This is an optimization exercise on Yosys and OpenROAD, whose aim is small area, not a production implementation.
RTL that was checked went through simulation tests only; none was proved equivalent to the original.
Power is estimated from default activity; no workload was simulated.

==> flow/design.v <==
module ALU (
input             clk               ,   
input             rst_n             ,   
input             dcd_req           ,   
input      [3:0]  dcd_opcode        ,   
input      [11:0] dcd_mem_addr      ,   
input      [2:0]  dcd_src_reg_1_addr,   
input      [2:0]  dcd_src_reg_2_addr,   
input      [2:0]  dcd_dst_reg_addr  ,   
input      [15:0] dcd_const         ,   
output reg        dcd_ack           ,   
input      [31:0] data_mem_rd_data  ,   
output reg        data_mem_cen      ,   
output            data_mem_rw       ,   
output     [11:0] data_mem_addr     ,   
output     [31:0] data_mem_rw_data  ,   
input      [15:0] reg_0_rd_data     ,   
input             reg_0_ack         ,   
output reg        reg_0_req         ,   
output            reg_0_rw          ,   
output reg [2:0]  reg_0_addr        ,   
input      [15:0] reg_1_rd_data     ,   
input             reg_1_ack         ,   
output reg        reg_1_req         ,   
output reg        reg_1_rw          ,   
output     [2:0]  reg_1_addr        ,   
output reg [15:0] reg_1_wr_data     ,   
output reg        pc_jump_req       ,   
output     [11:0] pc_jump_addr          
);
wire [3:0] op = dcd_opcode;
wire op_alu = op[2];                               
reg  dcd_req_delay;                                
wire alu_start = dcd_req & ~dcd_req_delay;         
assign data_mem_addr    = dcd_mem_addr;
assign pc_jump_addr     = dcd_mem_addr;
assign data_mem_rw      = ~op[1];
assign data_mem_rw_data = {16'h0000, reg_1_wr_data};    
assign reg_0_rw         = 1'b1;
assign reg_1_addr       = reg_1_rw ? dcd_src_reg_2_addr : dcd_dst_reg_addr;
wire eq = (dcd_const == reg_0_rd_data);
wire        sub = op[0] & ~op[1];
wire [15:0] a   = reg_0_rd_data;
wire [15:0] b   = reg_1_rd_data ^ {16{sub}};
wire [16:0] c;           
wire [15:0] s0;          
wire [15:0] s;
genvar i;
generate for (i = 0; i < 16; i = i + 1) begin : g_add
  wire ci = (i == 0) ? sub : (i == 6 || i == 11) ? 1'b0 : c[i];
  assign s0[i]  = a[i] ^ b[i] ^ ci;
  assign c[i+1] = (a[i] & b[i]) | (a[i] & ci) | (b[i] & ci);
end endgenerate
assign s[5:0] = s0[5:0];
wire c6 = c[6];
wire [4:0] t1;
assign t1[0] = 1'b1;
generate for (i = 1; i < 5; i = i + 1) begin : g_t1
  assign t1[i] = t1[i-1] & s0[6+i-1];
end endgenerate
generate for (i = 0; i < 5; i = i + 1) begin : g_s1
  assign s[6+i] = s0[6+i] ^ (c6 & t1[i]);
end endgenerate
wire c11 = c[11] | (c6 & t1[4] & s0[10]);
wire [4:0] t2;
assign t2[0] = 1'b1;
generate for (i = 1; i < 5; i = i + 1) begin : g_t2
  assign t2[i] = t2[i-1] & s0[11+i-1];
end endgenerate
generate for (i = 0; i < 5; i = i + 1) begin : g_s2
  assign s[11+i] = s0[11+i] ^ (c11 & t2[i]);
end endgenerate
wire [15:0] logic_res = (a & reg_1_rd_data) | ({16{op[0]}} & (a | reg_1_rd_data));    
wire [15:0] alu_res   = op[1] ? logic_res : s;
always @(posedge clk or negedge rst_n)
if (~rst_n) begin
  dcd_req_delay <= 1'b0;
  data_mem_cen  <= 1'b0;
  reg_0_req     <= 1'b0;
  reg_1_req     <= 1'b0;
  reg_1_rw      <= 1'b0;
  pc_jump_req   <= 1'b0;
  dcd_ack       <= 1'b0;
end else begin
  dcd_req_delay <= dcd_req;
  data_mem_cen  <= (alu_start & ~op[3] & ~op[2] & ~(op[1] ^ op[0]))
                 | (reg_0_ack & ~op[2] & op[1] & ~op[0]);
  reg_0_req     <= ~reg_0_ack & (reg_0_req | (alu_start & (op[2] | (op[1] & ~op[0]) | (op[3] & op[0]))));
  reg_1_req     <= reg_1_ack ? reg_1_rw
                 : (reg_1_req | (alu_start & (op[2] | (~op[3] & ~op[1] & op[0]))) | (reg_1_rw & ~op[2]));
  reg_1_rw      <= alu_start ? op_alu
                 : op[2] ? (reg_1_rw & ~reg_1_ack) : (data_mem_cen & ~op[1]);
  pc_jump_req   <= (alu_start & op[3] & ~op[0]) | (reg_0_ack & op[3] & op[0] & eq);
  dcd_ack       <= (~reg_1_rw & reg_1_ack) | (op[1] & data_mem_cen)
                 | (alu_start & op[3] & ~op[0]) | (reg_0_ack & op[3] & op[0]);
end
always @(posedge clk)
  reg_0_addr <= dcd_src_reg_1_addr;
wire sel_alu  = op[2] & reg_1_rw;
wire sel_hold = op[2] & ~reg_1_rw;
wire sel_c    = ~op[2] & op[0];
wire sel_m    = ~op[2] & ~op[1] & ~op[0];
wire sel_r    = ~op[2] & op[1] & ~op[0];
always @(posedge clk)
  reg_1_wr_data <= ({16{sel_alu}}  & alu_res)
                 | ({16{sel_hold}} & reg_1_wr_data)
                 | ({16{sel_c}}    & dcd_const)
                 | ({16{sel_m}}    & data_mem_rd_data[15:0])
                 | ({16{sel_r}}    & reg_0_rd_data);
endmodule  
export LEC_CHECK = 0
export CAP_MARGIN = 20
export CORE_MARGIN = 2
export CORE_UTILIZATION = 40
export SLEW_MARGIN = 20
create_clock -name core_clock -period 5.0 [get_ports {clk}]
standard.sh (not shown) runs the stock make flow with config.mk's settings and CLKGATE_MAP_FILE= SYNTH_SCRIPT=/design/flow/synth_recipe.tcl, a recipe that flattens the netlist after the stock synthesis.
==> flow/flow/run.sh <==
#!/bin/bash
# Standard ORFS layout with two changes: the smallest buffer (buf_1) for the
# port buffers, and an area-oriented ABC mapping script for synthesis.
set -euo pipefail
cp -r "$FLOW_HOME/scripts" ./orfs_scripts
cp flow/abc.script ./orfs_scripts/abc_speed.script
export SCRIPTS_DIR="$PWD/orfs_scripts"
export BUFFER_PORTS_ARGS="-buffer_cell sky130_fd_sc_hd__buf_1"
bash standard.sh > standard_flow.log 2>&1
==> flow/flow/abc.script <==
&get -n
&st
&dch
&nf
&st
&syn2
&if -g -K 6
&synch2
&nf
&st
&dch -f
&nf -R 1000
&st
&dch -f
&nf -R 1000
&put
Then changed:
--- a/flow/design.v
+++ b/flow/design.v
@@ -29,75 +29,75 @@
 output     [11:0] pc_jump_addr          
 );
 wire [3:0] op = dcd_opcode;
 wire op_alu = op[2];                               
+reg  sub_q;                                        
 reg  dcd_req_delay;                                
+reg  cen_delay;                                    
 wire alu_start = dcd_req & ~dcd_req_delay;         
 assign data_mem_addr    = dcd_mem_addr;
 assign pc_jump_addr     = dcd_mem_addr;
 assign data_mem_rw      = ~op[1];
 assign data_mem_rw_data = {16'h0000, reg_1_wr_data};    
 assign reg_0_rw         = 1'b1;
 assign reg_1_addr       = reg_1_rw ? dcd_src_reg_2_addr : dcd_dst_reg_addr;
 wire eq = (dcd_const == reg_0_rd_data);
-wire        sub = op[0] & ~op[1];
+wire        sub = sub_q;                          
 wire [15:0] a   = reg_0_rd_data;
 wire [15:0] b   = reg_1_rd_data ^ {16{sub}};
 wire [16:0] c;           
 wire [15:0] s0;          
 wire [15:0] s;
 genvar i;
 generate for (i = 0; i < 16; i = i + 1) begin : g_add
-  wire ci = (i == 0) ? sub : (i == 6 || i == 11) ? 1'b0 : c[i];
+  wire ci = (i == 0) ? sub : (i == 7) ? 1'b0 : c[i];
   assign s0[i]  = a[i] ^ b[i] ^ ci;
   assign c[i+1] = (a[i] & b[i]) | (a[i] & ci) | (b[i] & ci);
 end endgenerate
-assign s[5:0] = s0[5:0];
-wire c6 = c[6];
-wire [4:0] t1;
+assign s[6:0] = s0[6:0];
+wire k7 = c[7];
+wire [9:0] t1;       
 assign t1[0] = 1'b1;
-generate for (i = 1; i < 5; i = i + 1) begin : g_t1
-  assign t1[i] = t1[i-1] & s0[6+i-1];
-end endgenerate
-generate for (i = 0; i < 5; i = i + 1) begin : g_s1
-  assign s[6+i] = s0[6+i] ^ (c6 & t1[i]);
-end endgenerate
-wire c11 = c[11] | (c6 & t1[4] & s0[10]);
-wire [4:0] t2;
-assign t2[0] = 1'b1;
-generate for (i = 1; i < 5; i = i + 1) begin : g_t2
-  assign t2[i] = t2[i-1] & s0[11+i-1];
-end endgenerate
-generate for (i = 0; i < 5; i = i + 1) begin : g_s2
-  assign s[11+i] = s0[11+i] ^ (c11 & t2[i]);
-end endgenerate
+assign t1[1] = t1[0] & s0[7];
+assign t1[2] = t1[1] & s0[8];
+assign t1[3] = t1[2] & s0[9];
+assign t1[4] = t1[3] & s0[10];
+assign t1[5] = t1[4] & s0[11];
+assign t1[6] = t1[5] & s0[12];
+assign t1[7] = t1[6] & s0[13];
+assign t1[8] = t1[7] & s0[14];
+assign t1[9] = t1[8] & s0[15];
+assign s[15:7] = s0[15:7] ^ ({9{k7}} & t1[8:0]);
 wire [15:0] logic_res = (a & reg_1_rd_data) | ({16{op[0]}} & (a | reg_1_rd_data));    
 wire [15:0] alu_res   = op[1] ? logic_res : s;
 always @(posedge clk or negedge rst_n)
 if (~rst_n) begin
   dcd_req_delay <= 1'b0;
+  cen_delay     <= 1'b0;
   data_mem_cen  <= 1'b0;
   reg_0_req     <= 1'b0;
   reg_1_req     <= 1'b0;
   reg_1_rw      <= 1'b0;
   pc_jump_req   <= 1'b0;
   dcd_ack       <= 1'b0;
 end else begin
   dcd_req_delay <= dcd_req;
+  cen_delay     <= data_mem_cen;
   data_mem_cen  <= (alu_start & ~op[3] & ~op[2] & ~(op[1] ^ op[0]))
                  | (reg_0_ack & ~op[2] & op[1] & ~op[0]);
   reg_0_req     <= ~reg_0_ack & (reg_0_req | (alu_start & (op[2] | (op[1] & ~op[0]) | (op[3] & op[0]))));
   reg_1_req     <= reg_1_ack ? reg_1_rw
-                 : (reg_1_req | (alu_start & (op[2] | (~op[3] & ~op[1] & op[0]))) | (reg_1_rw & ~op[2]));
-  reg_1_rw      <= alu_start ? op_alu
-                 : op[2] ? (reg_1_rw & ~reg_1_ack) : (data_mem_cen & ~op[1]);
+                 : (reg_1_req | (alu_start & (op[2] | (~op[3] & ~op[1] & op[0]))) | (cen_delay & ~op[1]));
+  reg_1_rw      <= alu_start ? op_alu : (reg_1_rw & ~reg_1_ack);
   pc_jump_req   <= (alu_start & op[3] & ~op[0]) | (reg_0_ack & op[3] & op[0] & eq);
   dcd_ack       <= (~reg_1_rw & reg_1_ack) | (op[1] & data_mem_cen)
                  | (alu_start & op[3] & ~op[0]) | (reg_0_ack & op[3] & op[0]);
 end
-always @(posedge clk)
+always @(posedge clk) begin
   reg_0_addr <= dcd_src_reg_1_addr;
-wire sel_alu  = op[2] & reg_1_rw;
+  sub_q      <= op[2] & ~op[1] & op[0];
+end
+wire sel_alu  = reg_1_rw;
 wire sel_hold = op[2] & ~reg_1_rw;
 wire sel_c    = ~op[2] & op[0];
 wire sel_m    = ~op[2] & ~op[1] & ~op[0];
 wire sel_r    = ~op[2] & op[1] & ~op[0];
After rerunning:
- worst hold slack is worse by 0.070 ns
- power drops by a few percent
- register-to-register slack gets worse by 2.0 ns
- final area drops by a few percent
- clock skew hardly moves
- sequential share of layout area climbs by 2.0 points
- setup slack improved by 0.087 ns
- die area stays flat
Function not checked in the first run of this note: the RTL went through the layout flow alone.

[afterwards: timing with drivers on the ports]
How much do the figures lean on ideal ports? The routed layouts below were timed once more, with nothing changed but the port constraints.
Step 1 sets driving cells, clkbuf_16 on the clock port and buf_2 on the other inputs (assumed; they add their load-dependent delay and slew).
Step 2 also shifts input and output timing later by t, the mid clock arrival at the registers, as if the neighbouring blocks saw the same clock.
Slacks: ideal / step 1 / step 2; pairs: ideal / step 1.
| run | shift t [ns] | slack for setup (ns) | pins driven straight from the clock port |
|---|---|---|---|
| the first run | 0.301 | 0.284 / 0.281 / -0.020 | 1 |
| the second run | 0.300 | 0.371 / 0.377 / 0.077 | 1 |
Met with ideal ports but missed after step 2: setup timing in the first run. For the first run, which loses most, drivers alone change the setup slack by -0.003 ns; drivers and shift together by -0.304 ns.
